Context: an optimization exercise on an open-source flow, tuned for a short achievable clock period and few clock cycles. The choices shown serve that exercise and are no tape-out recipe. In this exercise RTL edits were held to simulation tests only and were not proved equivalent to the original. The clock port is modelled as an ideal driver; clocking choices that lean on that would not hold on a real chip. No activity file was given, so power comes from the tool's default toggle rates.

==> design/flow/flow/run.sh <==
#!/bin/bash
# Layout: the standard ORFS flow (standard.sh, which runs the standard
# synthesis unchanged), with these settings changed:
#   - DONT_USE_CELLS: the platform's list plus the delay cells (clkdlybuf*,
#     dlygate*, dlymetal*), so that repair never puts them on data paths;
#   - SETUP_SLACK_MARGIN 5.6: repair_timing keeps working until paths are
#     about 4.4 ns long (the clock stays at the design's 10 ns);
#   - SLEW_MARGIN / CAP_MARGIN 50: repair_design aims further below the
#     library's slew and capacitance limits;
#   - POST_CTS_TCL: post_cts.tcl, one more repair pass at the end of CTS
#     that resizes, swaps pins and clones but adds no buffers.
# ORFS's own logs are under orfs/logs; make's output goes to standard.log.
set -euo pipefail
here="$PWD/flow"
DONT_USE="$(tr '\n' ' ' < "$here/dont_use.txt")"
bash standard.sh "DONT_USE_CELLS=$DONT_USE" SETUP_SLACK_MARGIN=5.6 \
	SLEW_MARGIN=50 CAP_MARGIN=50 POST_CTS_TCL="$here/post_cts.tcl" \
	finish > standard.log 2>&1
==> design/flow/flow/dont_use.txt <==
sky130_fd_sc_hd__probe_p_8 sky130_fd_sc_hd__probec_p_8 sky130_fd_sc_hd__lpflow_bleeder_1 sky130_fd_sc_hd__lpflow_clkbufkapwr_1 sky130_fd_sc_hd__lpflow_clkbufkapwr_16 sky130_fd_sc_hd__lpflow_clkbufkapwr_2 sky130_fd_sc_hd__lpflow_clkbufkapwr_4 sky130_fd_sc_hd__lpflow_clkbufkapwr_8 sky130_fd_sc_hd__lpflow_clkinvkapwr_1 sky130_fd_sc_hd__lpflow_clkinvkapwr_16 sky130_fd_sc_hd__lpflow_clkinvkapwr_2 sky130_fd_sc_hd__lpflow_clkinvkapwr_4 sky130_fd_sc_hd__lpflow_clkinvkapwr_8 sky130_fd_sc_hd__lpflow_decapkapwr_12 sky130_fd_sc_hd__lpflow_decapkapwr_3 sky130_fd_sc_hd__lpflow_decapkapwr_4 sky130_fd_sc_hd__lpflow_decapkapwr_6 sky130_fd_sc_hd__lpflow_decapkapwr_8 sky130_fd_sc_hd__lpflow_inputiso0n_1 sky130_fd_sc_hd__lpflow_inputiso0p_1 sky130_fd_sc_hd__lpflow_inputiso1n_1 sky130_fd_sc_hd__lpflow_inputiso1p_1 sky130_fd_sc_hd__lpflow_inputisolatch_1 sky130_fd_sc_hd__lpflow_isobufsrc_1 sky130_fd_sc_hd__lpflow_isobufsrc_16 sky130_fd_sc_hd__lpflow_isobufsrc_2 sky130_fd_sc_hd__lpflow_isobufsrc_4 sky130_fd_sc_hd__lpflow_isobufsrc_8 sky130_fd_sc_hd__lpflow_isobufsrckapwr_16 sky130_fd_sc_hd__lpflow_lsbuf_lh_hl_isowell_tap_1 sky130_fd_sc_hd__lpflow_lsbuf_lh_hl_isowell_tap_2 sky130_fd_sc_hd__lpflow_lsbuf_lh_hl_isowell_tap_4 sky130_fd_sc_hd__lpflow_lsbuf_lh_isowell_4 sky130_fd_sc_hd__lpflow_lsbuf_lh_isowell_tap_1 sky130_fd_sc_hd__lpflow_lsbuf_lh_isowell_tap_2 sky130_fd_sc_hd__lpflow_lsbuf_lh_isowell_tap_4  sky130_fd_sc_hd__clkdlybuf4s15_1 sky130_fd_sc_hd__clkdlybuf4s15_2 sky130_fd_sc_hd__clkdlybuf4s18_1 sky130_fd_sc_hd__clkdlybuf4s18_2 sky130_fd_sc_hd__clkdlybuf4s25_1 sky130_fd_sc_hd__clkdlybuf4s25_2 sky130_fd_sc_hd__clkdlybuf4s50_1 sky130_fd_sc_hd__clkdlybuf4s50_2 sky130_fd_sc_hd__dlygate4sd1_1 sky130_fd_sc_hd__dlygate4sd2_1 sky130_fd_sc_hd__dlygate4sd3_1 sky130_fd_sc_hd__dlymetal6s2s_1 sky130_fd_sc_hd__dlymetal6s4s_1 sky130_fd_sc_hd__dlymetal6s6s_1
==> design/flow/flow/post_cts.tcl <==
# Extra timing repair at the end of ORFS's CTS step (before 4_1_cts.odb is
# written): fix slow transitions, then a setup repair pass that only resizes,
# swaps pins and clones (no new buffers), then legalize the placement again.
puts "post_cts: extra repair"
estimate_parasitics -placement
repair_design -slew_margin 50 -cap_margin 50 -verbose
estimate_parasitics -placement
repair_timing -setup -setup_margin 5.6 -repair_tns 100 -skip_buffering -verbose
detailed_placement
check_placement -verbose
report_worst_slack -max
==> design/flow/standard.sh <==
#!/bin/bash
# synth_recipe.tcl (not shown) runs the flow's synth.tcl, then flattens the netlist and writes it again
# the make line also repeats each setting of config.mk as NAME=value (left out here)
make -C /OpenROAD-flow-scripts/flow DESIGN_CONFIG=/design/flow/config.mk WORK_HOME=/design/flow/orfs CLKGATE_MAP_FILE= SYNTH_SCRIPT=/design/flow/synth_recipe.tcl "${@:-finish}"
==> design/flow/config.mk <==
export PLATFORM = sky130hd
export DESIGN_NAME = MIPS_DLX
export DESIGN_NICKNAME = MIPS_DLX
export VERILOG_FILES = /design/flow/design.v
export SDC_FILE = /design/flow/constraint.sdc
export NUM_CORES = 8
export LEC_CHECK = 0
export CAP_MARGIN = 20
export CORE_MARGIN = 2
export CORE_UTILIZATION = 40
export SLEW_MARGIN = 20
==> design/flow/constraint.sdc <==
create_clock -name core_clock -period 10.0 [get_ports {clock}]
set_input_delay 2.0000 -clock core_clock [delete_from_list [all_inputs] [get_ports {clock}]]
set_output_delay 2.0000 -clock core_clock [all_outputs]
set_load 0.01 [all_outputs]
==> design/flow/design.v <==
`timescale 1ns / 1ps
module MIPS_DLX(
	input         clock,
	input         reset,
	input         enable,
	output [9:0]  imem_addr,
	input  [31:0] imem_data,
	output [9:0]  dmem_addr,
	output [31:0] dmem_wdata,
	output        dmem_we,
	input  [31:0] dmem_rdata
);
reg [9:0]  pc;
reg        e_we, e_load, e_store, e_br;
reg        e_mis_eq, e_mis_ne;            
reg        e_fold, e_fbeq, e_fpred;       
reg [9:0]  e_falt;                        
reg        e_fz;                          
reg        e_fa2, e_fb2;                  
reg [31:0] e_a2, e_b2;
reg [3:0]  e_fidx;
reg [1:0]  e_fctr;
reg        e_pred, e_bne;
reg [4:0]  e_dst;
reg [9:0]  e_pc1, e_tgt;                  
reg        e_fa, e_fb, e_fc;              
reg [31:0] e_a, e_b, e_c;                 
reg        e_sub, e_arith, e_and, e_or, e_xor, e_nor, e_slt, e_sltu;
reg        e_sll, e_sr, e_sra, e_big;
reg        e_ek_addi, e_ek_andi, e_ek_slt, e_ek_sltu, e_ek_ld, e_ezk;
reg        e_ek_sl;                       
reg [31:0] e_negimm;
reg [4:0]  x_lo, x_hi0, x_hi1;
reg        x_c;
reg [31:0] x_wdata;
reg        x_sfwd;                        
reg [31:0] m_res;
reg        m_we;
reg [4:0]  m_dst;
reg [31:1] f_one, f_b0;                   
reg [31:0] rf [1:31];
wire [31:0] R = dmem_rdata;
assign dmem_addr  = {x_c ? x_hi1 : x_hi0, x_lo};
assign dmem_wdata = x_sfwd ? m_res : x_wdata;
assign dmem_we    = e_store & enable;
wire [31:0] a = e_fa ? m_res : e_a;
wire [31:0] b = e_fb ? m_res : e_b;
wire [31:0] c = e_fc ? m_res : e_c;
wire [31:0] cx   = c ^ {32{e_sub}};
wire [32:0] sum  = {1'b0, a} + {1'b0, cx} + {32'd0, e_sub};
wire        lt   = (a[31] ^ c[31]) ? a[31] : sum[31];
wire        ltu  = ~sum[32];
wire [4:0]  sh   = c[4:0];
wire        big  = e_big & (|c[31:5]);
wire [31:0] shl  = a << sh;
wire [32:0] shr  = $signed({e_sra & a[31], a}) >>> sh;
wire [31:0] res_shl = big ? 32'd0 : shl;
wire [31:0] res_shr = big ? {32{e_sra & a[31]}} : shr[31:0];
wire [9:0]  sum10 = a[9:0] + cx[9:0] + {9'd0, e_sub};
wire [9:0]  res10 = ({10{e_arith}} & sum10)
                  | ({10{e_and}}   & (a[9:0] & c[9:0]))
                  | ({10{e_or}}    & (a[9:0] | c[9:0]))
                  | ({10{e_xor}}   & (a[9:0] ^ c[9:0]))
                  | ({10{e_nor}}   & ~(a[9:0] | c[9:0]))
                  | ({10{e_sll}}   & res_shl[9:0])
                  | ({10{e_sr}}    & res_shr[9:0]);
wire [31:0] res = ({32{e_arith}} & sum[31:0])
                | ({32{e_and}}   & (a & c))
                | ({32{e_or}}    & (a | c))
                | ({32{e_xor}}   & (a ^ c))
                | ({32{e_nor}}   & ~(a | c))
                | {31'd0, (e_slt & lt) | (e_sltu & ltu)}
                | ({32{e_sll}}   & res_shl)
                | ({32{e_sr}}    & res_shr)
                | ({32{e_load}}  & R);
wire        eq_rr      = (e_a == e_b);
wire        eq_mr      = (m_res == e_b);
wire        eq_rm      = (e_a == m_res);
wire        eq         = e_fa ? (e_fb ? 1'b1 : eq_mr) : (e_fb ? eq_rm : eq_rr);
wire        taken      = eq ^ e_bne;
wire        mispredict_b = eq ? e_mis_eq : e_mis_ne;
wire        eq2        = e_fa2 ? (e_fb2 ? 1'b1 : (m_res == e_b2)) :
                                 (e_fb2 ? (e_a2 == m_res) : (e_a2 == e_b2));
wire        fcond      = e_fz ? ezero : eq2;
wire        ftaken     = e_fbeq ? fcond : ~fcond;
wire        mispredict_f = e_fold & (ftaken != e_fpred);
wire        mispredict = mispredict_b | mispredict_f;
wire        z_addi = e_fa ? (m_res == e_negimm) : (e_a == e_negimm);
wire        ezero = (e_ek_addi & z_addi) | (e_ek_andi & ~|(a & c)) |
                    (e_ek_slt & ~lt) | (e_ek_sltu & ~ltu) | (e_ek_ld & ~|R);
wire [31:0] ins   = imem_data;
wire [5:0]  op    = ins[31:26];
wire [4:0]  rs    = ins[25:21];
wire [4:0]  rt    = ins[20:16];
wire [4:0]  rd    = ins[15:11];
wire [5:0]  funct = ins[5:0];
wire is_r    = op == 6'b000000;
wire is_j    = op == 6'b000010;
wire is_beq  = op == 6'b000100;
wire is_bne  = op == 6'b000101;
wire is_addi = op == 6'b001000;
wire is_slti = op == 6'b001010;
wire is_andi = op == 6'b001100;
wire is_ori  = op == 6'b001101;
wire is_xori = op == 6'b001110;
wire is_lw   = op == 6'b100011;
wire is_sw   = op == 6'b101011;
wire is_imm  = is_addi | is_slti | is_andi | is_ori | is_xori;
wire is_br   = is_beq | is_bne;
wire is_mem  = is_lw | is_sw;
wire [4:0] dst = is_r ? rd : rt;
wire       we  = (is_r | is_imm | is_lw) & (dst != 5'd0);
wire f_add  = is_r & (funct == 6'h20 || funct == 6'h21);
wire f_sub  = is_r & (funct == 6'h22 || funct == 6'h23);
wire f_or   = is_r & (funct == 6'h25);
wire f_xor  = is_r & (funct == 6'h26);
wire f_nor  = is_r & (funct == 6'h27);
wire f_slt  = is_r & (funct == 6'h2a);
wire f_sltu = is_r & (funct == 6'h2b);
wire f_sll  = is_r & (funct == 6'h00);
wire f_srl  = is_r & (funct == 6'h02);
wire f_sra  = is_r & (funct == 6'h03);
wire f_sllv = is_r & (funct == 6'h04);
wire f_srlv = is_r & (funct == 6'h06);
wire f_srav = is_r & (funct == 6'h07);
wire f_and  = is_r & ~(f_add | f_sub | f_or | f_xor | f_nor | f_slt | f_sltu |
                       f_sll | f_srl | f_sra | f_sllv | f_srlv | f_srav);
wire [31:0] imm = {{16{ins[15]}}, ins[15:0]};
wire [31:0] rf_a = (rs == 5'd0) ? 32'd0 : rf[rs];
wire [31:0] rf_b = (rt == 5'd0) ? 32'd0 : rf[rt];
wire [31:0] val_a = rf_a;
wire [31:0] val_b = rf_b;
wire fwd_a = e_we & (e_dst == rs);
wire fwd_b = e_we & (e_dst == rt);
wire       stall    = is_mem & fwd_a & e_ek_sl;
wire [9:0] base     = fwd_a ? (e_load ? R[9:0] : res10) : val_a[9:0];
function [5:0] add5;
	input [4:0] x, y;
	input       cin;
	reg [4:0] p, g, gg, pp, gn, pn;
	integer i, d;
	begin
		p = x ^ y;
		g = x & y;
		gg = g; gg[0] = g[0] | (p[0] & cin);
		pp = p;
		for (d = 1; d < 5; d = d * 2) begin
			gn = gg; pn = pp;
			for (i = d; i < 5; i = i + 1) begin
				gn[i] = gg[i] | (pp[i] & gg[i-d]);
				pn[i] = pp[i] & pp[i-d];
			end
			gg = gn; pp = pn;
		end
		add5 = {gg[4], p ^ {gg[3:0], cin}};
	end
endfunction
wire [5:0] a_lo     = add5(base[4:0], ins[4:0], 1'b0);
wire [5:0] a_hi0    = add5(base[9:5], ins[9:5], 1'b0);
wire [5:0] a_hi1    = add5(base[9:5], ins[9:5], 1'b1);
wire same  = rs == rt;
wire spred = is_beq ? (same | ins[15]) : ~same;
wire       dpred  = spred;
wire       early_ok = is_br & ~same & e_ezk &
                      (((rt == 5'd0) & fwd_a) | ((rs == 5'd0) & fwd_b));
wire       pred     = early_ok ? (is_beq ? ezero : ~ezero) : dpred;
wire [9:0] pc1 = pc + 10'd1;
wire [9:0] pc2 = pc + 10'd2;
wire [9:0] tgt = pc + ins[9:0];
reg [15:0]  fb_v, fb_j, fb_beq, fb_zt;
reg [95:0]  fb_tag;
reg [79:0]  fb_r, fb_rs, fb_rt;
reg [159:0] fb_tgt;
reg [31:0]  fb_ctr;
wire [3:0] fb_i    = pc[3:0];
wire       fb_hit  = fb_v[fb_i] & (fb_tag[fb_i*6 +: 6] == pc[9:4]);
wire       fb_isj  = fb_j[fb_i];
wire       fb_eq   = fb_beq[fb_i];
wire [4:0] fb_reg  = fb_r[fb_i*5 +: 5];
wire [4:0] fb_rsi  = fb_rs[fb_i*5 +: 5];
wire [4:0] fb_rti  = fb_rt[fb_i*5 +: 5];
wire       fb_z    = fb_zt[fb_i];
wire [9:0] fb_dst  = fb_tgt[fb_i*10 +: 10];
wire [1:0] fb_c    = fb_ctr[fb_i*2 +: 2];
wire       x_ezk   = is_addi | is_andi | f_slt | is_slti | f_sltu | is_lw;
wire       fold_ok = fb_hit & ~is_br & ~is_j;
wire       fold_j  = fold_ok & fb_isj;
wire       fold_z  = fb_z & we & x_ezk & (dst == fb_reg);
wire       fold_g  = ~(we & ((dst == fb_rsi) | (dst == fb_rti)));
wire       fold_b  = fold_ok & ~fb_isj & (fold_z | fold_g);
wire [31:0] g_a    = (fb_rsi == 5'd0) ? 32'd0 : rf[fb_rsi];
wire [31:0] g_b    = (fb_rti == 5'd0) ? 32'd0 : rf[fb_rti];
wire        g_fa   = e_we & (e_dst == fb_rsi);
wire        g_fb   = e_we & (e_dst == fb_rti);
wire       x_dec1  = is_addi & (ins[15:0] == 16'hFFFF);
wire       x_bit0  = is_andi & (ins[15:0] == 16'h0001);
wire       m_wrs   = m_we & (m_dst == rs);
wire       rs_one  = (rs != 5'd0) & (m_wrs ? (m_res == 32'd1) : f_one[rs]);
wire       rs_b0   = (rs != 5'd0) & (m_wrs ? m_res[0] : f_b0[rs]);
wire       x_known = (x_dec1 | x_bit0) & ~fwd_a;
wire       x_zero  = x_dec1 ? rs_one : ~rs_b0;
wire       fb_pred = (fold_z & x_known) ? (fb_eq ? x_zero : ~x_zero) : fb_c[1];
wire       fpred   = fold_j | (fold_b & fb_pred);
wire [9:0] f_next = stall ? pc :
                    (fold_j | fold_b) ? (fpred ? fb_dst : pc2) :
                    (is_br & pred) ? tgt : (is_j ? ins[9:0] : pc1);
assign imem_addr = pc;
always @(posedge clock) begin
	if (reset)
		pc <= 10'd0;
	else if (enable)
		pc <= mispredict_f ? e_falt : mispredict_b ? (e_pred ? e_pc1 : e_tgt) : f_next;
end
wire kill = mispredict | stall;       
always @(posedge clock) begin
	if (reset) begin
		e_we <= 1'b0; e_load <= 1'b0; e_store <= 1'b0; e_br <= 1'b0;
		e_mis_eq <= 1'b0; e_mis_ne <= 1'b0; e_ezk <= 1'b0; e_fold <= 1'b0;
	end else if (enable) begin
		e_fold   <= fold_b & ~kill;
		e_ezk    <= we & ~kill & (is_addi | is_andi | f_slt | is_slti | f_sltu | is_lw);
		e_we     <= we & ~kill;
		e_load   <= is_lw & ~kill;
		e_store  <= is_sw & ~kill;
		e_br     <= is_br & ~kill;
		e_mis_eq <= is_br & ~kill & (is_bne == pred);
		e_mis_ne <= is_br & ~kill & (is_bne != pred);
	end
end
always @(posedge clock) begin
	if (enable) begin
		e_dst    <= dst;
		e_bne    <= is_bne;
		e_pred   <= pred;
		e_fbeq   <= fb_eq;
		e_fz     <= fold_z;
		e_fa2    <= g_fa;
		e_fb2    <= g_fb;
		e_a2     <= g_a;
		e_b2     <= g_b;
		e_fpred  <= fb_pred;
		e_falt   <= fb_pred ? pc2 : fb_dst;
		e_fidx   <= fb_i;
		e_fctr   <= fb_c;
		e_pc1    <= pc1;
		e_tgt    <= tgt;
		e_fa     <= fwd_a;
		e_fb     <= fwd_b;
		e_fc     <= fwd_b & ~is_imm;
		e_a      <= val_a;
		e_b      <= val_b;
		e_c      <= is_imm ? imm : val_b;
		e_sub    <= f_sub | f_slt | f_sltu | is_slti;
		e_arith  <= f_add | f_sub | is_addi;
		e_and    <= f_and | is_andi;
		e_or     <= f_or | is_ori;
		e_xor    <= f_xor | is_xori;
		e_nor    <= f_nor;
		e_slt    <= f_slt | is_slti;
		e_sltu   <= f_sltu;
		e_sll    <= f_sll | f_sllv;
		e_sr     <= f_srl | f_sra | f_srlv | f_srav;
		e_sra    <= f_sra | f_srav;
		e_big    <= f_sll | f_srl | f_sra;
		e_ek_addi <= is_addi;
		e_ek_andi <= is_andi;
		e_ek_slt  <= f_slt | is_slti;
		e_ek_sltu <= f_sltu;
		e_ek_ld   <= is_lw;
		e_ek_sl   <= f_slt | is_slti | f_sltu;
		e_negimm  <= 32'd0 - imm;
		x_lo     <= a_lo[4:0];
		x_c      <= a_lo[5];
		x_hi0    <= a_hi0[4:0];
		x_hi1    <= a_hi1[4:0];
		x_wdata  <= val_b;
		x_sfwd   <= fwd_b;
	end
end
always @(posedge clock) begin
	if (enable) begin
		m_res <= res;
		m_dst <= e_dst;
	end
end
always @(posedge clock) begin
	if (reset)
		m_we <= 1'b0;
	else if (enable)
		m_we <= e_we;
end
always @(posedge clock) begin
	if (m_we) begin
		f_one[m_dst] <= (m_res == 32'd1);
		f_b0[m_dst]  <= m_res[0];
	end
end
wire       al_zt   = is_br & ~same & ((rt == 5'd0) | (rs == 5'd0));
reg        a_v, a_j, a_beq, a_sp, a_zt;
reg [4:0]  a_rs, a_rt;
reg [9:0]  a_pc, a_tgt;
reg [4:0]  a_r;
always @(posedge clock) begin
	if (reset)
		a_v <= 1'b0;
	else if (enable)
		a_v <= is_j | is_br;
end
always @(posedge clock) begin
	if (enable) begin
		a_pc  <= pc;
		a_j   <= is_j;
		a_beq <= is_beq;
		a_sp  <= spred;
		a_r   <= (rt == 5'd0) ? rs : rt;
		a_zt  <= al_zt;
		a_rs  <= rs;
		a_rt  <= rt;
		a_tgt <= is_j ? ins[9:0] : tgt;
	end
end
wire [9:0] pm1     = a_pc - 10'd1;
wire [3:0] al_i    = pm1[3:0];
wire       al_have = fb_v[al_i] & (fb_tag[al_i*6 +: 6] == pm1[9:4]);
wire       al      = a_v & ~al_have;
wire [1:0] fctr_t  = (e_fctr == 2'b11) ? 2'b11 : e_fctr + 2'b01;
wire [1:0] fctr_n  = (e_fctr == 2'b00) ? 2'b00 : e_fctr - 2'b01;
reg        fu_v;
reg [3:0]  fu_i;
reg [1:0]  fu_ctr;
always @(posedge clock) begin
	if (reset)
		fu_v <= 1'b0;
	else if (enable)
		fu_v <= e_fold;
end
always @(posedge clock) begin
	if (enable) begin
		fu_i   <= e_fidx;
		fu_ctr <= ftaken ? fctr_t : fctr_n;
	end
end
always @(posedge clock) begin
	if (reset) begin
		fb_v <= 16'd0;
	end else if (enable && al) begin
		fb_v[al_i] <= 1'b1;
	end
end
always @(posedge clock) begin
	if (enable && al) begin
		fb_tag[al_i*6 +: 6]   <= pm1[9:4];
		fb_j[al_i]            <= a_j;
		fb_beq[al_i]          <= a_beq;
		fb_r[al_i*5 +: 5]     <= a_r;
		fb_zt[al_i]           <= a_zt;
		fb_rs[al_i*5 +: 5]    <= a_rs;
		fb_rt[al_i*5 +: 5]    <= a_rt;
		fb_tgt[al_i*10 +: 10] <= a_tgt;
		fb_ctr[al_i*2 +: 2]   <= a_sp ? 2'b10 : 2'b01;
	end else if (enable && fu_v) begin
		fb_ctr[fu_i*2 +: 2]   <= fu_ctr;
	end
end
always @(posedge clock) begin
	if (e_we)
		rf[e_dst] <= res;
end
endmodule
==> summary.txt, run 1 <==
Placed design
  • Post-DP Area: 0.1335 mm2
  • Placed Cells: 13960
  • Port Buf Inserts: 119
  • Final GP Congestion: 0.9915
  • Dpl hpwl: 338.8 mm
  • Pre-CTS setup slack: around 3.5 ns

Cells and area
  • Layout cells sized above 1: between 20% and 30%
  • Number of fill cells in the layout: 27380
  • Design area: between 0.15 and 0.2 mm2
  • Finished Core Util: 47.79%
  • Nets: 10810
  • P&R area growth vs syn: 18.94%
  • Non-filler instance count after layout: 14950

Timing
  • Final Skew: 0.07555 ns
  • Achievable Freq: 0.2211 GHz
  • Final hold violation count: 0
  • Worst-Margin Slew: ~0.85 ns
  • Final Max Slew Viols: 0
  • Setup ws final: 5.478 ns
  • Slew HR: 43.30%
  • Tcrit/Tclk final: 45.22%
  • Setup tns final: 0 ns
  • Final setup viols: 0
  • RSZ-0062 raised after global routing: yes
  • Final Critical Period: 4.522 ns

Logic synthesis
  • Syn avg cell area: 12.44 um2
  • Seq/Total Area, Yosys: between 40% and 50%
  • Ys Warns: 1
  • Number of synthesized flops with an enable pin: ~2000
  • Synthesized cell area: about 0.13 mm2
  • Post-synth ARST share: 0%
  • FF+latch count, synth: 2003
  • Count of cell types in the netlist: 116
  • Synth Flop Type: edfxtp_1
  • Net Count, Synth: 10400
  • Post-Syn Instances: 10180

Critical path
  • Crit path DAT: 5.18 ns
  • Crit-path cells: buf_6 -> clkbuf_16 -> mux2i_1 -> buf_4 -> clkinvlp_4 -> ha_4 -> nand2_4 -> o21ai_4 -> a311oi_2 -> or3_4 -> a21boi_2 -> o21a_2 -> o21ai_4 -> a2111oi_4 -> buf_2 -> o31ai_2 -> nand3b_1 -> o21ai_2 -> a211o_4 -> buf_8
  • CP Data Required Time: 10.65 ns
  • Critical path peak fanout: 6
  • Element type at the critical path start: register
  • Crit path max-delay cell type: a211o_4
  • CP bufs+invs: 6
  • CP endpoint kind: register
  • CP top delay family: compound AO/OA/AOI/OAI gates
  • Most used cell, CP: o21ai_4
  • Critical path's largest stage delay: roughly 0.47 ns
  • Critical path type: register to register

Floorplanning
  • # rows: 206
  • Io pins: 120
  • Initial Utilization: 40.18%
  • Die span in y: 566.5 um
  • Die width: 566.5 um
  • Die footprint: 0.3209 mm2
  • Core area: around 0.31 mm2

Power
  • Peak VDD IR: 0.1542 mV
  • Leakage dissipation: roughly 50 nW
  • Pwr/cell area: 180.4 mW/mm2

Drt
  • DR WL/cell: approximately 36 um
  • Via Count: 104800
  • First DRT Iteration DRCs: ~18000
  • Via density: 7.008
  • Drc violations: 0
  • ANT nets after route: 0
  • DR pass1 iterations: 9
  • WL final: 535.9 mm

Global route
  • Largest net degree at the start of global routing: 155
  • First-pass GRT wire length: 743.1 mm
  • Remaining global-route overflow: 0
  • GRT Overall Usage: 31.78%
  • Vias in the first global route: 98490
  • Initial antenna violation count: 34

Status
  • Status: no timing/DRC/antenna violations

Job
  • Max-cap violations: 0

Clock network
  • Clock-pin slew on the worst setup and hold paths: 0.08 ns
  • CTS tree: yes
  • Worst skew pair latency: 0.96 ns
  • Clk sinks: 2003

Min path
  • HP Class: register to register
sequential cells by signal, indices dropped and copies added, names as in the netlist, 16 cells and up:
register	count
e_negimm	17
e_a2	32
fb_beq	16
fb_r	80
m_res	32
fb_v	16
fb_rs	80
e_c	32
fb_tgt	160
fb_rt	80
e_a	32
fb_ctr	32
f_one	31
x_wdata	32
e_b2	32
rf	992
fb_tag	96
fb_j	16
fb_zt	16
f_b0	31
through the flow:
stage	power [W]	hold slack, ns
2_1_floorplan	0.01436	0.4244
3_3_place_gp	0.01668	0.4599
3_5_place_dp	0.01689	0.4844
5_1_grt	0.02779	0.5215
6_report	0.02715	0.5021
logic make-up after synthesis:
| family | share of synthesized area, % |
|---|---|
| buf+inv | 3.408 |
| flops | 47.24 |
| simple gates | 9.414 |
| fa+ha+maj | 1.649 |
| xor+xnor | 2.304 |
| mux | 23.02 |
| compound gates | 12.96 |
layout by cell type, fill, tap and decap left out, types with 244 or more instances in the layout:
cell type and instances:
edfxtp_1 1967, nand2_1 1177, mux4_2 992, nor2_1 538
a211oi_1 455, a21oi_1 412, a22o_1 350, buf_1 317
mux2i_1 314, and2_1 256, clkbuf_16 244
final cells by class:
class | count | area [um2] | share of cell area, %
clock buffer | 257 | 5697 | 3.784
multi-input combinational | 7140 | 67160 | 44.62
antenna | 18 | 45.04 | 0.02992
tap | 4160 | 5205 | 3.458
clock inverter | 155 | 1934 | 1.285
timing repair buffer | 1048 | 9925 | 6.593
timing repair inverter | 3 | 21.27 | 0.01413
sequential | 2003 | 59800 | 39.73
inverter | 169 | 738.2 | 0.4904
path summary, 6_finish.rpt:
check	start	endpoint	slack, ns	cells after the start
min reg2reg	e_store	e_store	0.50	2
max	e_fa	m_res[27]	5.48	20
min	e_store	e_store	0.50	2
max reg2reg	e_fa	m_res[27]	5.48	20
cell usage after synthesis (50+ instances only):
cell,n,area [um2]
nor3_1,72,360.4
xor2_1,134,1174
a31oi_1,193,1207
nand3_1,104,520.5
nor4_1,63,394.1
a22o_1,353,3092
xnor2_1,194,1699
and2_1,262,1639
mux2i_1,416,4164
a211oi_1,467,3506
o21ai_0,264,1321
nand2_1,1224,4594
clkbuf_1,593,2226
ha_1,154,1927
nand4_1,62,387.9
a311oi_1,136,1191
a21oi_1,491,2457
buf_2,125,625.6
inv_1,161,604.3
nor2_1,648,2432
mux4_2,992,22340
buf_1,122,457.9
o22ai_1,50,312.8
a21o_1,52,390.4
mux2_2,207,2331
edfxtp_1,1967,59070
routing by layer:
metal	routed length (um)	vias to the layer above	GRT usage, %
met5	142	-	0
met4	33120	22	15.92
met3	79690	1814	10.16
met2	228100	8995	46.44
met1	194800	52600	42.43
li1	-	41370	-
power breakdown:
part           internal [W]  leakage [nW]  switching, W
Clock               0.00510          3.68       0.00371
Sequential          0.00979          18.4      0.000300
Combinational       0.00295          28.4       0.00530
tightest hold or removal path, stage by stage, from the launching register on:
cell	delay, ns
dfxtp_1	0.33
a32oi_1	0.05
nor2_1	0.09
Testbench counts, summed over its fixed seeds: cycles 26,110.
==> run 2, diff against run 1 <==
--- a/design/flow/flow/post_cts.tcl
+++ b/design/flow/flow/post_cts.tcl
@@ -7,3 +7,3 @@
 estimate_parasitics -placement
-repair_timing -setup -setup_margin 5.6 -repair_tns 100 -skip_buffering -verbose
+repair_timing -setup -setup_margin 5.8 -repair_tns 100 -skip_buffering -verbose
 detailed_placement
==> summary.txt, run 2 <==
Status
  • Status: no timing/DRC/antenna violations

Critical path
  • CP top delay family: buffers and inverters
  • Crit path DAT: 5.36 ns (+0.18 ns)
  • CP endpoint kind: register
  • Most used cell, CP: buf_1
  • Element type at the critical path start: register
  • Critical path's largest stage delay: 0.46 ns (about the same)
  • CP Data Required Time: 10.65 ns (about the same)
  • Crit path max-delay cell type: edfxtp_1
  • Critical path peak fanout: 14 (+8)
  • Crit-path cells: buf_12 -> buf_16 -> buf_8 -> mux2i_4 -> buf_1 -> nand4_1 -> o41ai_4 -> buf_6 -> buf_4 -> inv_1 -> o21ai_2 -> o311a_4 -> buf_1 -> buf_1 -> buf_1 -> buf_1 -> buf_1 -> buf_1 -> buf_1 -> nand4_1 -> buf_6 -> buf_4 -> buf_4
  • Critical path type: register to register
  • CP bufs+invs: 17 (+11)

Logic synthesis
  • Synth cell count leaders: edfxtp_1, nand2_1, mux4_2
  • Synth area leaders: edfxtp_1, mux4_2, nand2_1
  • Syn avg cell area: 12.44 um2 (unchanged)
  • FF+latch count, synth: 2003 (unchanged)
  • Synth Area in Simple Gates: 9.414% (unchanged)
  • Post-Syn Instances: 10180 (unchanged)
  • Xor/xnor share of the synthesized area: 2.304% (unchanged)
  • Number of synthesized flops with an enable pin: 1967 (unchanged)
  • Complex-gate fraction of the synthesized area: 12.96% (unchanged)
  • Count of cell types in the netlist: 116 (unchanged)
  • Post-synth ARST share: 0% (unchanged)
  • Synth top area share: 46.67% (unchanged)
  • Net Count, Synth: 10400 (unchanged)
  • Most frequent cell after synthesis: edfxtp_1
  • Seq/Total Area, Yosys: 47.24% (unchanged)
  • Ys Warns: 1 (unchanged)
  • Mux contribution to synthesized area: 23.02% (unchanged)
  • Synth Flop Type: edfxtp_1
  • Yosys top cell by area: edfxtp_1
  • Main combinational cell family by area after synthesis: multiplexers
  • Adder-Cell Fraction of Synth Area: 1.649% (unchanged)
  • Synthesized cell area: 0.1266 mm2 (unchanged)

Cells and area
  • Largest regs: rf (992), fb_tgt (160), fb_tag (96)
  • Number of fill cells in the layout: 27310 (-0.27%)
  • Flip-flop count of the largest register after layout: 992 (unchanged)
  • P&R area growth vs syn: 19.44%
  • Most frequent cells in the layout: edfxtp_1, nand2_1, mux4_2
  • Nets: 10760 (-0.45%)
  • Layout cells sized above 1: 28.23% (+0.34 points)
  • Seq. cell area: 0.05980 mm2 (unchanged)
  • Most common cell after layout, fill and taps aside: edfxtp_1
  • Biggest register: rf
  • Multi-input logic area: 0.06744 mm2 (+0.41%)

Timing
  • Final Max Slew Viols: 0 (unchanged)
  • Final Skew: 0.08145 ns (+0.005903 ns)
  • RSZ-0062 raised after global routing: yes
  • Tcrit/Tclk final: 47.04% (+1.8 points)
  • Worst-Margin Slew: 0.8209 ns (-0.02968 ns)
  • Final setup viols: 0 (unchanged)
  • Slew HR: 45.27% (+2.0 points)
  • Final Critical Period: 4.704 ns (+0.1814 ns)
  • Achievable Freq: 0.2126 GHz (-3.9%)
  • Setup tns final: 0 ns (unchanged)
  • Final hold violation count: 0 (unchanged)

Global route
  • Vias in the first global route: 99560 (+1.1%)
  • Initial antenna violation count: 28 (-18%)
  • GRT Overall Usage: 32.29% (+0.51 points)
  • Largest net degree at the start of global routing: 99 (-36%)
  • First-pass GRT wire length: 753.1 mm (+1.3%)
  • Remaining global-route overflow: 0 (unchanged)

Power
  • Leakage dissipation: 50.74 nW (+0.57%)
  • Int Pwr: 0.01790 W (+0.36%)
  • Peak VDD IR: 0.1723 mV (+12%)
  • NetSw: 0.009386 W (+0.80%)
  • Pwr/cell area: 180.5 mW/mm2 (about the same)
  • Total power: 0.02729 W (+0.51%)
  • Clock power share: 32.3% (-0.2 points)
  • Share of power burned in registers: 37.0% (-0.2 points)
  • Combinational Power Share: 30.7% (+0.3 points)
  • Sw Ratio: 34.39% (+0.098 points)

Floorplanning
  • Core area: 0.3150 mm2 (unchanged)
  • Die footprint: 0.3209 mm2 (unchanged)
  • # rows: 206 (unchanged)
  • Io pins: 120 (unchanged)
  • Die width: 566.5 um (unchanged)
  • Die span in y: 566.5 um (unchanged)
  • Initial Utilization: 40.18% (unchanged)

Drt
  • DR WL/cell: 36.27 um (+1.2%)
  • Drc violations: 0 (unchanged)
  • WL final: 540.5 mm (+0.86%)
  • First DRT Iteration DRCs: 18010 (+0.93%)
  • DR pass1 iterations: 7 (-2)
  • Via Count: 105100 (+0.33%)
  • ANT nets after route: 0 (unchanged)
  • Via density: 7.056 (+0.68%)

Clock network
  • Clock-pin slew on the worst setup and hold paths: 0.06 ns (-0.02 ns)
  • CTS tree: yes
  • Clk sinks: 2003 (unchanged)
  • Worst skew pair latency: 0.96 ns (about the same)

Placed design
  • Dpl hpwl: 338.8 mm (unchanged)
  • Final GP Congestion: 0.9915 (unchanged)
  • Port Buf Inserts: 119 (unchanged)

Job
  • Max-cap violations: 0 (unchanged)

Min path
  • HP Class: register to register
[run 2: metal layers]
layer / share of wire (%) / wire length, um / global-route usage [%]
met1: 36 / 194500 / 42.85
met5: 0.024 / 130 / 0
met2: 43 / 229700 / 46.93
met4: 6.3 / 34190 / 16.86
met3: 15 / 81940 / 10.66
[run 2: worst register-to-register path, cell delays in order, from the launching register on]
cell,delay (ns)
edfxtp_1,0.46
buf_12,0.18
buf_16,0.17
buf_8,0.14
mux2i_4,0.27
buf_1,0.24
nand4_1,0.18
o41ai_4,0.41
buf_6,0.21
buf_4,0.15
inv_1,0.14
o21ai_2,0.20
o311a_4,0.26
buf_1,0.10
buf_1,0.09
buf_1,0.08
buf_1,0.09
buf_1,0.09
buf_1,0.09
buf_1,0.09
nand4_1,0.19
buf_6,0.23
buf_4,0.18
buf_4,0.19
[run 2: final cells by class]
cell class                 instances  share of cell area (%)
clock inverter                   155                   1.280
multi-input combinational       7148                   44.61
sequential                      2003                   39.56
antenna                           15                 0.02483
inverter                         169                  0.4677
timing repair buffer             991                   6.834
timing repair inverter             3                0.009932
clock buffer                     257                   3.769
tap                             4160                   3.443
[run 2: worst paths after layout]
path | startpoint | endpoint | slack, ns | cells past startpoint
min reg2reg | e_store | e_store | 0.50 | 2
max reg2reg | e_fc | rf[20][0] | 5.30 | 23
max | e_fc | rf[20][0] | 5.30 | 23
min | e_store | e_store | 0.50 | 2
[run 2: power groups by stage]
stage	Sequential, W	Combinational [W]	Clock, W
after floorplan	0.0101	0.00429	0
after global placement	0.0103	0.00637	0
after detailed placement	0.0103	0.00661	0
after global routing	0.0101	0.00865	0.00917
final	0.0101	0.00837	0.00882
[run 2: cells by family after synthesis]
group / count (synthesis)
multiplexers: 1635
AO/OA/AOI/OAI: 2345
flip-flops: 2003
XOR/XNOR: 330
adder cells (fa/ha/maj): 163
AND/OR/NAND/NOR: 2658
buffers and inverters: 1042
[run 2: per-stage QoR]
stage / std cells / hold WS [ns] / utilization, % / instance area (um2) / worst slack [ns]
after floorplan: 10180 / 0.4244 / - / 127200 / 4.847
after global placement: 13860 / 0.4599 / 41.60 / 131000 / 3.004
after detailed placement: 13960 / 0.4844 / 42.38 / 133500 / 3.509
after global routing: 14890 / 0.5215 / 47.98 / 151100 / 5.289
final: 14900 / 0.5026 / 47.99 / 151200 / 5.296
==> run 3, diff against run 2 <==
--- a/design/flow/flow/run.sh
+++ b/design/flow/flow/run.sh
@@ -16,3 +16,3 @@
 bash standard.sh "DONT_USE_CELLS=$DONT_USE" SETUP_SLACK_MARGIN=5.6 \
-	SLEW_MARGIN=50 CAP_MARGIN=50 POST_CTS_TCL="$here/post_cts.tcl" \
+	SLEW_MARGIN=50 CAP_MARGIN=50 POST_CTS_TCL="$here/post_cts.tcl" IO_CONSTRAINTS="$here/io.tcl" \
 	finish > standard.log 2>&1
==> design/flow/flow/io.tcl (new file) <==
# Keep the enable input and the dmem_we output next to each other: the path
# between them (enable gates every store) goes straight through.
set_io_pin_constraint -group -order -pin_names {enable dmem_we}
--- a/design/flow/flow/post_cts.tcl
+++ b/design/flow/flow/post_cts.tcl
@@ -7,3 +7,3 @@
 estimate_parasitics -placement
-repair_timing -setup -setup_margin 5.8 -repair_tns 100 -skip_buffering -verbose
+repair_timing -setup -setup_margin 5.6 -repair_tns 100 -skip_buffering -verbose
 detailed_placement
==> summary.txt, run 3 <==
Timing
  • Slew HR: 42.35% (-2.9 points)
  • Final Max Slew Viols: 0 (unchanged)
  • Final Critical Period: 4.585 ns (-0.1190 ns)
  • Tcrit/Tclk final: 45.85% (-1.2 points)
  • Worst-Margin Slew: 0.8648 ns (+0.04395 ns)
  • Final Skew: 0.1199 ns (+0.03849 ns)
  • Achievable Freq: 0.2181 GHz (+2.6%)
  • RSZ-0062 raised after global routing: yes
  • Setup tns final: 0 ns (unchanged)
  • Final hold violation count: 0 (unchanged)
  • Final setup viols: 0 (unchanged)
  • Setup ws final: 5.415 ns (+0.1190 ns)

Clock network
  • Worst skew pair latency: 0.99 ns (+0.03 ns)
  • Clk sinks: 2003 (unchanged)
  • CTS tree: yes
  • Clock-pin slew on the worst setup and hold paths: 0.06 ns (about the same)

Logic synthesis
  • Synth top area share: 46.67% (unchanged)
  • Ys Warns: 1 (unchanged)
  • Synth cell count leaders: edfxtp_1, nand2_1, mux4_2
  • Most frequent cell after synthesis: edfxtp_1
  • Count of cell types in the netlist: 116 (unchanged)
  • Synth area leaders: edfxtp_1, mux4_2, nand2_1
  • Yosys top cell by area: edfxtp_1
  • Synth Flop Type: edfxtp_1
  • Number of synthesized flops with an enable pin: 1967 (unchanged)
  • FF+latch count, synth: 2003 (unchanged)
  • Synthesized cell area: 0.1266 mm2 (unchanged)
  • Post-Syn Instances: 10180 (unchanged)
  • Post-synth ARST share: 0% (unchanged)
  • Net Count, Synth: 10400 (unchanged)
  • Seq/Total Area, Yosys: 47.24% (unchanged)
  • Syn avg cell area: 12.44 um2 (unchanged)

Placed design
  • Pre-CTS setup slack: 3.582 ns (+0.07279 ns)
  • Port Buf Inserts: 119 (unchanged)
  • Dpl hpwl: 334.3 mm (-1.3%)
  • Final GP Congestion: 1.015 (+2.3%)

Power
  • Peak VDD IR: 0.1478 mV (-14%)
  • Leakage dissipation: 50.06 nW (-1.3%)
  • Pwr/cell area: 179.7 mW/mm2 (-0.46%)

Floorplanning
  • Die width: 566.5 um (unchanged)
  • Die footprint: 0.3209 mm2 (unchanged)
  • Initial Utilization: 40.18% (unchanged)
  • Io pins: 120 (unchanged)
  • # rows: 206 (unchanged)
  • Die span in y: 566.5 um (unchanged)
  • Core area: 0.3150 mm2 (unchanged)

Drt
  • WL met3: 79.87 mm (-2.5%)
  • DR WL/cell: 36.10 um (-0.48%)
  • Via density: 7.049 (about the same)
  • First DRT Iteration DRCs: 17200 (-4.5%)
  • DR pass1 iterations: 13 (+6)
  • Met1 Wirelength: 194.6 mm (about the same)
  • Via Count: 104900 (-0.25%)
  • Met2 WL: 229.1 mm (-0.28%)
  • Drc violations: 0 (unchanged)
  • WL final: 537.1 mm (-0.64%)
  • ANT nets after route: 0 (unchanged)
  • Max layer used: met5

Cells and area
  • Largest regs: rf (992), fb_tgt (160), fb_tag (96)
  • P&R area growth vs syn: 18.23%
  • Nets: 10760 (-0.0093%)
  • Most common cell after layout, fill and taps aside: edfxtp_1
  • Finished Core Util: 47.51% (-0.49 points)
  • Flip-flop count of the largest register after layout: 992 (unchanged)
  • Biggest register: rf
  • Multi-input logic area: 0.06704 mm2 (-0.59%)
  • Layout cells sized above 1: 27.13% (-1.1 points)
  • Number of fill cells in the layout: 27400 (+0.33%)
  • Most frequent cells in the layout: edfxtp_1, nand2_1, mux4_2
  • Seq. cell area: 0.05980 mm2 (about the same)

Min path
  • Start point of the worst hold path: fb_v[5]
  • Worst Hold Path EP: fb_v[5]
  • HP Class: register to register
  • Hold Path Depth: 2 (unchanged)

Critical path
  • Reg2reg path depth: 18 (-22%)
  • CP endpoint kind: register
  • Worst R2R Setup Slack: 5.42 ns (+0.12 ns)
  • Crit path DAT: 5.24 ns (-0.12 ns)
  • Critical path type: register to register
  • Reg-to-Reg Start: m_res[14]
  • Element type at the critical path start: register
  • R2R Path End: rf[31][27]
  • Critical path peak fanout: 8 (-6)
  • CP Data Required Time: 10.66 ns (about the same)

Job
  • Max-cap violations: 0 (unchanged)

Global route
  • GRT Overall Usage: 31.84% (-0.45 points)
  • Remaining global-route overflow: 0 (unchanged)
  • Initial antenna violation count: 30 (+7.1%)
  • Largest net degree at the start of global routing: 115 (+16%)
  • Vias in the first global route: 98940 (-0.62%)
  • First-pass GRT wire length: 742.0 mm (-1.5%)

Status
  • Status: no timing/DRC/antenna violations
## run 3: power breakdown
part           switching, W  internal, W
registers          0.000310      0.00979
clock network       0.00365      0.00490
logic               0.00528      0.00295
## run 3: area by class of cell
| class | instances | area share [%] |
|---|---|---|
| inverter | 169 | 0.4958 |
| clock inverter | 135 | 1.008 |
| multi-input combinational | 7144 | 44.80 |
| sequential | 2003 | 39.97 |
| timing repair inverter | 5 | 0.02425 |
| antenna | 8 | 0.01338 |
| clock buffer | 265 | 3.897 |
| timing repair buffer | 988 | 6.315 |
| tap | 4160 | 3.478 |
## run 3: critical path, stage by stage (launching register included)
cell       delay, ns
edfxtp_1        0.80
mux2i_4         0.21
xnor2_2         0.20
ha_4            0.32
and4_4          0.25
nand2_1         0.06
or3_4           0.39
a21boi_2        0.18
o21a_1          0.21
o21ai_4         0.10
a2111oi_4       0.35
buf_1           0.13
buf_2           0.11
o31ai_2         0.07
nand3b_1        0.12
o21ai_2         0.07
a211o_4         0.45
buf_6           0.18
buf_16          0.12
## run 3: cells by family (layout without fill, tap and decap cells)
family | count (synthesis) | count (layout) | synth area share (%)
mux | 1635 | 1635 | 23.02
buf+inv | 1042 | 1562 | 3.408
compound gates | 2345 | 2349 | 12.96
flops | 2003 | 2003 | 47.24
fa+ha+maj | 163 | 163 | 1.649
simple gates | 2658 | 2667 | 9.414
other cells | 0 | 8 | 0
xor+xnor | 330 | 330 | 2.304
## run 3: layer usage
metal	track usage, %	vias up
li1	-	41280
met2	46.27	8914
met5	0.05950	-
met1	42.18	52870
met4	16.18	26
met3	10.89	1781
## run 3: worst max-delay path by stage
stage,from,to,cells past startpoint
after floorplan,imem_data[21],x_lo[4],15
after global placement,imem_data[22],x_c,12
after detailed placement,e_fc,x_c,17
after global routing,e_fa,rf[11][27],21
final,m_res[14],rf[31][27],18
## run 3: per-stage QoR
stage | instance area (um2) | std cells | power, W | hold WS [ns]
after global routing | 149600 | 14870 | 0.02749 | 0.5284
final | 149600 | 14880 | 0.02689 | 0.5042
after global placement | 131000 | 13860 | 0.01670 | 0.4643
after detailed placement | 133000 | 13930 | 0.01688 | 0.4856
after floorplan | 127200 | 10180 | 0.01436 | 0.4244
==> run 4, diff against run 3 <==
--- a/design/flow/flow/run.sh
+++ b/design/flow/flow/run.sh
@@ -15,3 +15,3 @@
 DONT_USE="$(tr '\n' ' ' < "$here/dont_use.txt")"
-bash standard.sh "DONT_USE_CELLS=$DONT_USE" SETUP_SLACK_MARGIN=5.6 \
+bash standard.sh "DONT_USE_CELLS=$DONT_USE" SETUP_SLACK_MARGIN=5.7 \
 	SLEW_MARGIN=50 CAP_MARGIN=50 POST_CTS_TCL="$here/post_cts.tcl" IO_CONSTRAINTS="$here/io.tcl" \
==> summary.txt, run 4 <==
Drt
  • Via density: 6.985 (-0.91%)
  • WL final: 530.5 mm (-1.2%)
  • Met2 WL: 229.9 mm (+0.36%)
  • DR pass1 iterations: 7 (-6)
  • ANT nets after route: 0 (unchanged)
  • First DRT Iteration DRCs: 18350 (+6.7%)
  • Via Count: 105300 (+0.37%)
  • WL met3: 78.32 mm (-1.9%)
  • Drc violations: 0 (unchanged)
  • DR WL/cell: 35.21 um (-2.5%)
  • Max layer used: met5
  • Met1 Wirelength: 190.3 mm (-2.3%)

Critical path
  • CP top delay family: buffers and inverters
  • Worst Setup EP: pc[5]
  • CP bufs+invs: 3 (-1)
  • Critical path origin: imem_data[20]
  • CP Data Required Time: 10.80 ns (+0.14 ns)
  • Element type at the critical path start: input port
  • Most used cell, CP: o21ai_1
  • Critical path type: input port to register
  • Reg-to-Reg Start: e_fc
  • WP depth: 10 (-8)
  • Crit path max-delay cell type: buf_4
  • R2R Path End: rf[10][27]
  • Reg2reg path depth: 19 (+1)
  • Critical path's largest stage delay: 0.73 ns (-0.07 ns)
  • CP endpoint kind: register
  • Critical path peak fanout: 20 (+12)
  • Worst R2R Setup Slack: 5.36 ns (-0.06 ns)
  • Crit-path cells: clkbuf_8 -> buf_4 -> xnor2_1 -> nand3_1 -> nand4_1 -> o31a_2 -> buf_6 -> mux2_4 -> o21ai_1 -> o21ai_1
  • Crit path DAT: 5.48 ns (+0.24 ns)

Logic synthesis
  • FF+latch count, synth: 2003 (unchanged)
  • Ys Warns: 1 (unchanged)
  • Post-synth ARST share: 0% (unchanged)
  • Synth Flop Type: edfxtp_1
  • Seq/Total Area, Yosys: 47.24% (unchanged)
  • Most frequent cell after synthesis: edfxtp_1
  • Yosys top cell by area: edfxtp_1
  • Net Count, Synth: 10400 (unchanged)
  • Synth top area share: 46.67% (unchanged)
  • Count of cell types in the netlist: 116 (unchanged)
  • Synth area leaders: edfxtp_1, mux4_2, nand2_1
  • Syn avg cell area: 12.44 um2 (unchanged)
  • Post-Syn Instances: 10180 (unchanged)
  • Synthesized cell area: 0.1266 mm2 (unchanged)
  • Synth cell count leaders: edfxtp_1, nand2_1, mux4_2
  • Number of synthesized flops with an enable pin: 1967 (unchanged)

Global route
  • Remaining global-route overflow: 0 (unchanged)
  • Vias in the first global route: 99060 (+0.12%)
  • Largest net degree at the start of global routing: 101 (-12%)
  • Initial antenna violation count: 37 (+23%)
  • GRT Overall Usage: 31.35% (-0.49 points)
  • First-pass GRT wire length: 734.5 mm (-1.0%)

Cells and area
  • Nets: 10930 (+1.6%)
  • Most frequent cells in the layout: edfxtp_1, nand2_1, mux4_2
  • Most common cell after layout, fill and taps aside: edfxtp_1
  • Flip-flop count of the largest register after layout: 992 (unchanged)
  • P&R area growth vs syn: 20.15%
  • Layout cells sized above 1: 29.03% (+1.9 points)
  • Design area: 0.1521 mm2 (+1.6%)
  • Largest regs: rf (992), fb_tgt (160), fb_tag (96)
  • Finished Core Util: 48.28% (+0.77 points)
  • Biggest register: rf

Timing
  • Achievable Freq: 0.2137 GHz (-2.0%)
  • Final Max Slew Viols: 0 (unchanged)
  • Setup tns final: 0 ns (unchanged)
  • Final setup viols: 0 (unchanged)
  • Final Critical Period: 4.679 ns (+0.09459 ns)
  • Final hold violation count: 0 (unchanged)
  • Setup ws final: 5.321 ns (-0.09459 ns)
  • Final Skew: 0.1098 ns (-0.01012 ns)
  • Tcrit/Tclk final: 46.79% (+0.95 points)
  • Worst-Margin Slew: 0.8303 ns (-0.03454 ns)
  • Slew HR: 44.65% (+2.3 points)
  • RSZ-0062 raised after global routing: yes

Power
  • Peak VDD IR: 0.1578 mV (+6.8%)
  • Leakage dissipation: 51.09 nW (+2.0%)
  • Pwr/cell area: 180.8 mW/mm2 (+0.59%)

Floorplanning
  • Die width: 566.5 um (unchanged)
  • # rows: 206 (unchanged)
  • Io pins: 120 (unchanged)
  • Initial Utilization: 40.18% (unchanged)
  • Core area: 0.3150 mm2 (unchanged)
  • Die span in y: 566.5 um (unchanged)
  • Die footprint: 0.3209 mm2 (unchanged)

Placed design
  • Post-DP Area: 0.1333 mm2 (+0.25%)
  • Pre-CTS setup slack: 3.208 ns (-0.3734 ns)
  • Final GP Congestion: 0.9913 (-2.3%)
  • Dpl hpwl: 333.6 mm (-0.21%)
  • Port Buf Inserts: 119 (unchanged)

Clock network
  • Clock-pin slew on the worst setup and hold paths: 0.07 ns (about the same)
  • Clk sinks: 2003 (unchanged)
  • Worst skew pair latency: 1.00 ns (about the same)
  • CTS tree: yes

Job
  • Max-cap violations: 0 (unchanged)

Min path
  • HP Class: register to register

Status
  • Status: no timing/DRC/antenna violations
[run 4: cell counts after synthesis]
Identical to the previous run, type by type.
[run 4: per-stage QoR]
step / std cells / hold slack, ns / total power (W)
after floorplan: 10180 / 0.4244 / 0.01437
after global placement: 13880 / 0.4598 / 0.01666
after detailed placement: 13970 / 0.4799 / 0.01688
after global routing: 15050 / 0.5183 / 0.02814
final: 15070 / 0.4997 / 0.02749
[run 4: worst register-to-register path: stages, from the launching register on]
cell	delay [ns]
edfxtp_1	0.40
buf_6	0.15
buf_16	0.14
mux2i_4	0.37
buf_2	0.20
xnor2_2	0.12
ha_4	0.26
a21o_4	0.24
a311oi_4	0.39
or3_4	0.22
a21boi_2	0.05
o21a_1	0.23
o21ai_4	0.19
a2111oi_4	0.11
buf_2	0.15
o31ai_2	0.28
o21ai_2	0.09
a211o_4	0.45
buf_6	0.20
buf_16	0.12
[run 4: power breakdown]
group	internal, W	leakage [nW]	switching (W)	total, W
registers	0.00979	18.4	0.000280	0.0101
clock network	0.00512	3.67	0.00365	0.00877
logic	0.00320	29.0	0.00545	0.00865
total	0.0181	51.1	0.00938	0.0275
[run 4: worst min-delay path by stage]
stage                        start  cells past startpoint       end
final                      fb_v[8]                      2   fb_v[8]
after global routing      fb_v[15]                      2  fb_v[15]
after detailed placement  fb_v[10]                      2  fb_v[10]
after global placement    e_mis_ne                      2  e_mis_ne
after floorplan           e_dst[0]                      0  m_dst[0]
[run 4: cells by family (layout without fill, tap and decap cells)]
group,Yosys count,in the layout,share of synthesized area (%)
AO/OA/AOI/OAI,2345,2351,12.96
XOR/XNOR,330,330,2.304
adder cells (fa/ha/maj),163,163,1.649
buffers and inverters,1042,1743,3.408
flip-flops,2003,2003,47.24
multiplexers,1635,1635,23.02
other,0,24,0
AND/OR/NAND/NOR,2658,2660,9.414
[run 4: cell type report]
class | instances | area [um2]
repair buffers | 1166 | 10950
well taps | 4160 | 5205
diodes | 24 | 60.06
fillers | 27140 | 162900
multi-input cells | 7139 | 67760
flip-flops and latches | 2003 | 59800
clock inverters | 145 | 1762
repair inverters | 1 | 8.758
clock buffers | 262 | 5779
inverters | 169 | 740.7
[run 4: layer usage]
metal	global-route usage (%)	vias to the layer above
met5	0	-
met4	15.65	24
met3	9.891	1753
met2	46.64	8930
met1	41.25	52900
li1	-	41650
==> run 5, diff against run 4 <==
--- a/design/flow/flow/run.sh
+++ b/design/flow/flow/run.sh
@@ -15,4 +15,4 @@
 DONT_USE="$(tr '\n' ' ' < "$here/dont_use.txt")"
-bash standard.sh "DONT_USE_CELLS=$DONT_USE" SETUP_SLACK_MARGIN=5.7 \
-	SLEW_MARGIN=50 CAP_MARGIN=50 POST_CTS_TCL="$here/post_cts.tcl" IO_CONSTRAINTS="$here/io.tcl" \
+bash standard.sh "DONT_USE_CELLS=$DONT_USE" SETUP_SLACK_MARGIN=5.6 \
+	SLEW_MARGIN=40 CAP_MARGIN=40 POST_CTS_TCL="$here/post_cts.tcl" IO_CONSTRAINTS="$here/io.tcl" \
 	finish > standard.log 2>&1
--- a/design/flow/flow/post_cts.tcl
+++ b/design/flow/flow/post_cts.tcl
@@ -5,3 +5,3 @@
 estimate_parasitics -placement
-repair_design -slew_margin 50 -cap_margin 50 -verbose
+repair_design -slew_margin 40 -cap_margin 40 -verbose
 estimate_parasitics -placement
==> summary.txt, run 5 <==
Critical path
  • Reg2reg path depth: 23 (+4)
  • Crit-path cells: buf_6 -> buf_8 -> buf_16 -> mux2i_4 -> xnor2_1 -> ha_1 -> buf_6 -> a21oi_2 -> o21ai_4 -> a311oi_2 -> or3_4 -> a21boi_2 -> o21a_1 -> o21ai_4 -> a2111oi_4 -> buf_1 -> buf_4 -> o31ai_4 -> buf_1 -> o21ai_2 -> a211o_4 -> buf_2 -> buf_12
  • Crit path max-delay cell type: a211o_4
  • Critical path's largest stage delay: 0.44 ns (-0.29 ns)
  • Crit path DAT: 5.45 ns (-0.03 ns)
  • Critical path peak fanout: 8 (-60%)
  • Element type at the critical path start: register
  • CP endpoint kind: register
  • CP Data Required Time: 10.65 ns (-0.15 ns)
  • Critical path type: register to register

Cells and area
  • Largest regs: rf (992), fb_tgt (160), fb_tag (96)
  • Flip-flop count of the largest register after layout: 992 (unchanged)
  • Most common cell after layout, fill and taps aside: edfxtp_1
  • Design area: 0.1481 mm2 (-2.6%)
  • Multi-input logic area: 0.06662 mm2 (-1.7%)
  • Number of fill cells in the layout: 27590 (+1.6%)
  • Seq. cell area: 0.05980 mm2 (about the same)
  • Layout cells sized above 1: 26.18% (-2.8 points)
  • Nets: 10680 (-2.3%)
  • Most frequent cells in the layout: edfxtp_1, nand2_1, mux4_2
  • Biggest register: rf
  • P&R area growth vs syn: 16.99%

Placed design
  • Post-DP Area: 0.1320 mm2 (-0.96%)
  • Final GP Congestion: 1.015 (+2.4%)
  • Pre-CTS setup slack: 3.367 ns (+0.1590 ns)
  • Port Buf Inserts: 119 (unchanged)
  • Dpl hpwl: 331.6 mm (-0.58%)

Global route
  • First-pass GRT wire length: 749.8 mm (+2.1%)
  • Largest net degree at the start of global routing: 115 (+14%)
  • Initial antenna violation count: 29 (-22%)
  • GRT Overall Usage: 32.20% (+0.86 points)
  • Remaining global-route overflow: 0 (unchanged)
  • Vias in the first global route: 99080 (+0.018%)

Floorplanning
  • Initial Utilization: 40.18% (unchanged)
  • # rows: 206 (unchanged)
  • Die span in y: 566.5 um (unchanged)
  • Io pins: 120 (unchanged)
  • Die width: 566.5 um (unchanged)
  • Die footprint: 0.3209 mm2 (unchanged)
  • Core area: 0.3150 mm2 (unchanged)

Logic synthesis
  • Synth cell count leaders: edfxtp_1, nand2_1, mux4_2
  • Number of synthesized flops with an enable pin: 1967 (unchanged)
  • Post-Syn Instances: 10180 (unchanged)
  • Most frequent cell after synthesis: edfxtp_1
  • Count of cell types in the netlist: 116 (unchanged)
  • Ys Warns: 1 (unchanged)
  • FF+latch count, synth: 2003 (unchanged)
  • Synthesized cell area: 0.1266 mm2 (unchanged)
  • Synth top area share: 46.67% (unchanged)
  • Net Count, Synth: 10400 (unchanged)
  • Yosys top cell by area: edfxtp_1
  • Syn avg cell area: 12.44 um2 (unchanged)
  • Synth Flop Type: edfxtp_1
  • Post-synth ARST share: 0% (unchanged)
  • Synth area leaders: edfxtp_1, mux4_2, nand2_1
  • Seq/Total Area, Yosys: 47.24% (unchanged)

Timing
  • Final setup viols: 0 (unchanged)
  • Achievable Freq: 0.2080 GHz (-2.7%)
  • RSZ-0062 raised after global routing: yes
  • Tcrit/Tclk final: 48.09% (+1.3 points)
  • Slew HR: 32.90% (-12 points)
  • Setup tns final: 0 ns (unchanged)
  • Setup ws final: 5.191 ns (-0.1294 ns)
  • Final Critical Period: 4.809 ns (+0.1294 ns)
  • Final hold violation count: 0 (unchanged)
  • Final Max Slew Viols: 0 (unchanged)
  • Final Skew: 0.1015 ns (-0.008358 ns)
  • Worst-Margin Slew: 1.007 ns (+0.1763 ns)

Min path
  • HP Class: register to register
  • Hold Path Depth: 2 (unchanged)

Clock network
  • Worst skew pair latency: 0.95 ns (-0.05 ns)
  • CTS tree: yes
  • Clk sinks: 2003 (unchanged)
  • Clock-pin slew on the worst setup and hold paths: 0.06 ns (about the same)

Drt
  • Via Count: 104700 (-0.50%)
  • Drc violations: 0 (unchanged)
  • DR WL/cell: 36.55 um (+3.8%)
  • DR pass1 iterations: 11 (+4)
  • First DRT Iteration DRCs: 18120 (-1.3%)
  • ANT nets after route: 0 (unchanged)
  • WL final: 540.9 mm (+2.0%)
  • Via density: 7.078 (+1.3%)

Power
  • Peak VDD IR: 0.1665 mV (+5.5%)
  • Pwr/cell area: 181.0 mW/mm2 (+0.13%)
  • Leakage dissipation: 49.43 nW (-3.3%)

Status
  • Status: no timing/DRC/antenna violations

Job
  • Max-cap violations: 0 (unchanged)
## run 5: cell counts after synthesis
No cell type changed its count.
## run 5: critical path, delay by kind of cell (launching register included)
kind	cells	cell delay [ns]
mux	1	0.20
buf+inv	9	1.26
compound gates	10	1.97
fa+ha+maj	1	0.34
flops	1	0.42
xor+xnor	1	0.15
simple gates	1	0.19
## run 5: final timing paths
check        startpoint  slack (ns)         end
max                e_fc        5.19  rf[24][27]
max reg2reg        e_fc        5.19  rf[24][27]
min reg2reg     fb_v[5]        0.50     fb_v[5]
min             fb_v[5]        0.50     fb_v[5]
## run 5: through the flow
stage	hold WS (ns)	total power [W]	cells	util, %
finish	0.5036	0.02680	14800	47.01
global route	0.5206	0.02738	14790	47.00
detailed placement	0.4827	0.01681	13890	41.92
global placement	0.4643	0.01670	13860	41.59
floorplan	0.4244	0.01436	10180	-
## run 5: final cells by class
class                           instances  area share (%)
Inverter                              169          0.4758
Clock inverter                        139           1.056
Sequential cell                      2003           40.39
Antenna cell                           11         0.01859
Tap cell                             4160           3.516
Timing Repair inverter                  4         0.02113
Timing Repair Buffer                  904           5.680
Multi-Input combinational cell       7149           45.00
Clock buffer                          258           3.843
## run 5: power breakdown
part / internal, W / switching, W / total (W) / leakage [nW]
registers: 0.00979 / 0.000323 / 0.0101 / 18.4
clock network: 0.00486 / 0.00364 / 0.00850 / 3.52
logic: 0.00286 / 0.00532 / 0.00818 / 27.5
total: 0.0175 / 0.00928 / 0.0268 / 49.4
## run 5: logic make-up after synthesis
group,share of synthesized area [%]
xor+xnor,2.304
simple gates,9.414
fa+ha+maj,1.649
flops,47.24
mux,23.02
compound gates,12.96
buf+inv,3.408
## run 5: layer usage
| layer | track usage, % | up-vias | part of all wire (%) |
|---|---|---|---|
| met5 | 0.1190 | - | 0.071 |
| met4 | 15.95 | 24 | 6.2 |
| met3 | 11.44 | 1841 | 16 |
| met2 | 46.74 | 9077 | 42 |
| met1 | 42.60 | 52680 | 36 |
| li1 | - | 41110 | - |
==> run 6, diff against run 5 <==
--- a/design/flow/flow/run.sh
+++ b/design/flow/flow/run.sh
@@ -16,3 +16,3 @@
 bash standard.sh "DONT_USE_CELLS=$DONT_USE" SETUP_SLACK_MARGIN=5.6 \
-	SLEW_MARGIN=40 CAP_MARGIN=40 POST_CTS_TCL="$here/post_cts.tcl" IO_CONSTRAINTS="$here/io.tcl" \
+	SLEW_MARGIN=50 CAP_MARGIN=50 GPL_ROUTABILITY_DRIVEN=0 POST_CTS_TCL="$here/post_cts.tcl" \
 	finish > standard.log 2>&1
--- a/design/flow/flow/post_cts.tcl
+++ b/design/flow/flow/post_cts.tcl
@@ -5,3 +5,3 @@
 estimate_parasitics -placement
-repair_design -slew_margin 40 -cap_margin 40 -verbose
+repair_design -slew_margin 50 -cap_margin 50 -verbose
 estimate_parasitics -placement
removed: design/flow/flow/io.tcl
==> summary.txt, run 6 <==
Status
  • Status: no timing/DRC/antenna violations

Logic synthesis
  • Ys Warns: 1 (unchanged)
  • Yosys top cell by area: edfxtp_1
  • Synth area leaders: edfxtp_1, mux4_2, nand2_1
  • Synthesized cell area: 0.1266 mm2 (unchanged)
  • Synth top area share: 46.67% (unchanged)
  • Post-Syn Instances: 10180 (unchanged)
  • FF+latch count, synth: 2003 (unchanged)
  • Net Count, Synth: 10400 (unchanged)
  • Synth cell count leaders: edfxtp_1, nand2_1, mux4_2
  • Synth Flop Type: edfxtp_1
  • Syn avg cell area: 12.44 um2 (unchanged)
  • Seq/Total Area, Yosys: 47.24% (unchanged)
  • Post-synth ARST share: 0% (unchanged)
  • Most frequent cell after synthesis: edfxtp_1

Clock network
  • Clock-pin slew on the worst setup and hold paths: 0.07 ns (about the same)
  • Clk sinks: 2003 (unchanged)
  • CTS tree: yes
  • Worst skew pair latency: 0.98 ns (+0.03 ns)

Critical path
  • CP endpoint kind: register
  • Crit path DAT: 5.29 ns (-0.16 ns)
  • CP top delay family: compound AO/OA/AOI/OAI gates
  • CP Data Required Time: 10.62 ns (-0.03 ns)
  • Critical path's largest stage delay: 0.44 ns (about the same)
  • Critical path type: register to register
  • Crit-path cells: clkbuf_2 -> buf_6 -> mux2i_2 -> buf_6 -> clkinvlp_4 -> ha_4 -> nand2_4 -> o21ai_4 -> a311oi_2 -> or3_4 -> a21boi_4 -> o21a_1 -> o21ai_4 -> a2111oi_4 -> buf_4 -> o31ai_4 -> nand3b_1 -> o21ai_2 -> a211o_4 -> buf_6 -> buf_16
  • Critical path peak fanout: 8 (unchanged)

Cells and area
  • Nets: 10750 (+0.61%)
  • P&R area growth vs syn: 18.13%
  • Most frequent cells in the layout: edfxtp_1, nand2_1, mux4_2
  • Largest regs: rf (992), fb_tgt (160), fb_tag (96)
  • Most common cell after layout, fill and taps aside: edfxtp_1
  • Layout cells sized above 1: 27.24% (+1.1 points)
  • Flip-flop count of the largest register after layout: 992 (unchanged)
  • Finished Core Util: 47.47% (+0.46 points)

Global route
  • GRT Overall Usage: 30.88% (-1.3 points)
  • Initial antenna violation count: 27 (-6.9%)
  • Vias in the first global route: 99300 (+0.22%)
  • First-pass GRT wire length: 727.8 mm (-2.9%)
  • Largest net degree at the start of global routing: 114 (-0.87%)
  • Remaining global-route overflow: 0 (unchanged)

Power
  • NetSw: 0.009123 W (-1.7%)
  • Combinational Power Share: 30.9% (+0.4 points)
  • Clock power share: 31.0% (-0.7 points)
  • Peak VDD IR: 0.1724 mV (+3.6%)
  • Sw Ratio: 34.43% (-0.21 points)
  • Pwr/cell area: 177.2 mW/mm2 (-2.1%)
  • Leakage dissipation: 49.87 nW (+0.89%)

Placed design
  • Placed Cells: 13930 (+0.26%)
  • Dpl hpwl: 319.4 mm (-3.7%)
  • Port Buf Inserts: 119 (unchanged)
  • Pre-CTS setup slack: 3.600 ns (+0.2329 ns)

Timing
  • Achievable Freq: 0.2141 GHz (+3.0%)
  • Setup tns final: 0 ns (unchanged)
  • Final Skew: 0.1264 ns (+0.02496 ns)
  • Setup ws final: 5.330 ns (+0.1388 ns)
  • Tcrit/Tclk final: 46.70% (-1.4 points)
  • Final setup viols: 0 (unchanged)
  • Final hold violation count: 0 (unchanged)
  • Final Critical Period: 4.670 ns (-0.1388 ns)
  • Worst-Margin Slew: 0.8154 ns (-0.1912 ns)

Floorplanning
  • Core area: 0.3150 mm2 (unchanged)
  • # rows: 206 (unchanged)
  • Die footprint: 0.3209 mm2 (unchanged)
  • Die span in y: 566.5 um (unchanged)
  • Initial Utilization: 40.18% (unchanged)

Drt
  • DR WL/cell: 34.96 um (-4.4%)
  • WL final: 519.8 mm (-3.9%)
  • Drc violations: 0 (unchanged)
  • ANT nets after route: 0 (unchanged)
  • Via density: 7.085 (about the same)
[run 6: cell counts after synthesis]
Identical to the previous run, type by type.
[run 6: per-layer routing]
layer	global-route usage (%)	part of all wire (%)
met4	16.32	6.6
met3	11.24	17
met2	44.60	42
met5	0	0.018
met1	40.47	35
[run 6: power groups by stage]
stage               combinational, W  sequential (W)  clock [W]
floorplan                    0.00429          0.0101          0
global placement             0.00620          0.0103          0
detailed placement           0.00646          0.0103          0
global route                 0.00844          0.0101    0.00854
finish                       0.00820          0.0101    0.00820
[run 6: worst register-to-register path: cells and delay by family, from the launching register on]
family	cells	cell delay, ns
AOI/OAI and AO/OA	9	1.68
adders and majority gates	1	0.34
buffers and inverters	7	1.11
DFF	1	0.44
muxes	1	0.20
and+or+nand+nor	3	0.61
[run 6: kinds of logic (layout without fill, tap and decap cells)]
kind of cell	after synthesis	after routing	share of synthesized area (%)
compound gates	2345	2352	12.96
flops	2003	2003	47.24
simple gates	2658	2668	9.414
other cells	0	16	0
buf+inv	1042	1541	3.408
mux	1635	1635	23.02
xor+xnor	330	331	2.304
fa+ha+maj	163	163	1.649
[run 6: final timing paths]
check / startpoint / endpoint / slack, ns / depth (start not counted)
max: e_fa / rf[14][27] / 5.33 / 21
min reg2reg: fb_v[0] / fb_v[0] / 0.49 / 2
max reg2reg: e_fa / rf[14][27] / 5.33 / 21
min: fb_v[0] / fb_v[0] / 0.49 / 2
[run 6: layout make-up]
class	count	area, um2
Antenna cell	16	40.04
Clock buffer	283	5926
Clock inverter	115	1140
Fill cell	27010	165500
Inverter	169	710.7
Multi-Input combinational cell	7149	67250
Sequential cell	2003	59800
Tap cell	4160	5205
Timing Repair Buffer	970	9395
Timing Repair inverter	4	30.03
[run 6: stage by stage]
step / hold WS (ns) / cell area (um2)
floorplan: 0.4244 / 127200
finish: 0.4940 / 149500
global route: 0.5273 / 149500
detailed placement: 0.4681 / 133100
global placement: 0.4589 / 130900

Check on run 6: ideal ports give 5.330 ns setup slack; a clkbuf_16 on the clock port and buf_2 on the inputs give 5.233 ns; moving port delays by the midpoint clock arrival (1.024 ns) as well gives 4.209 ns.
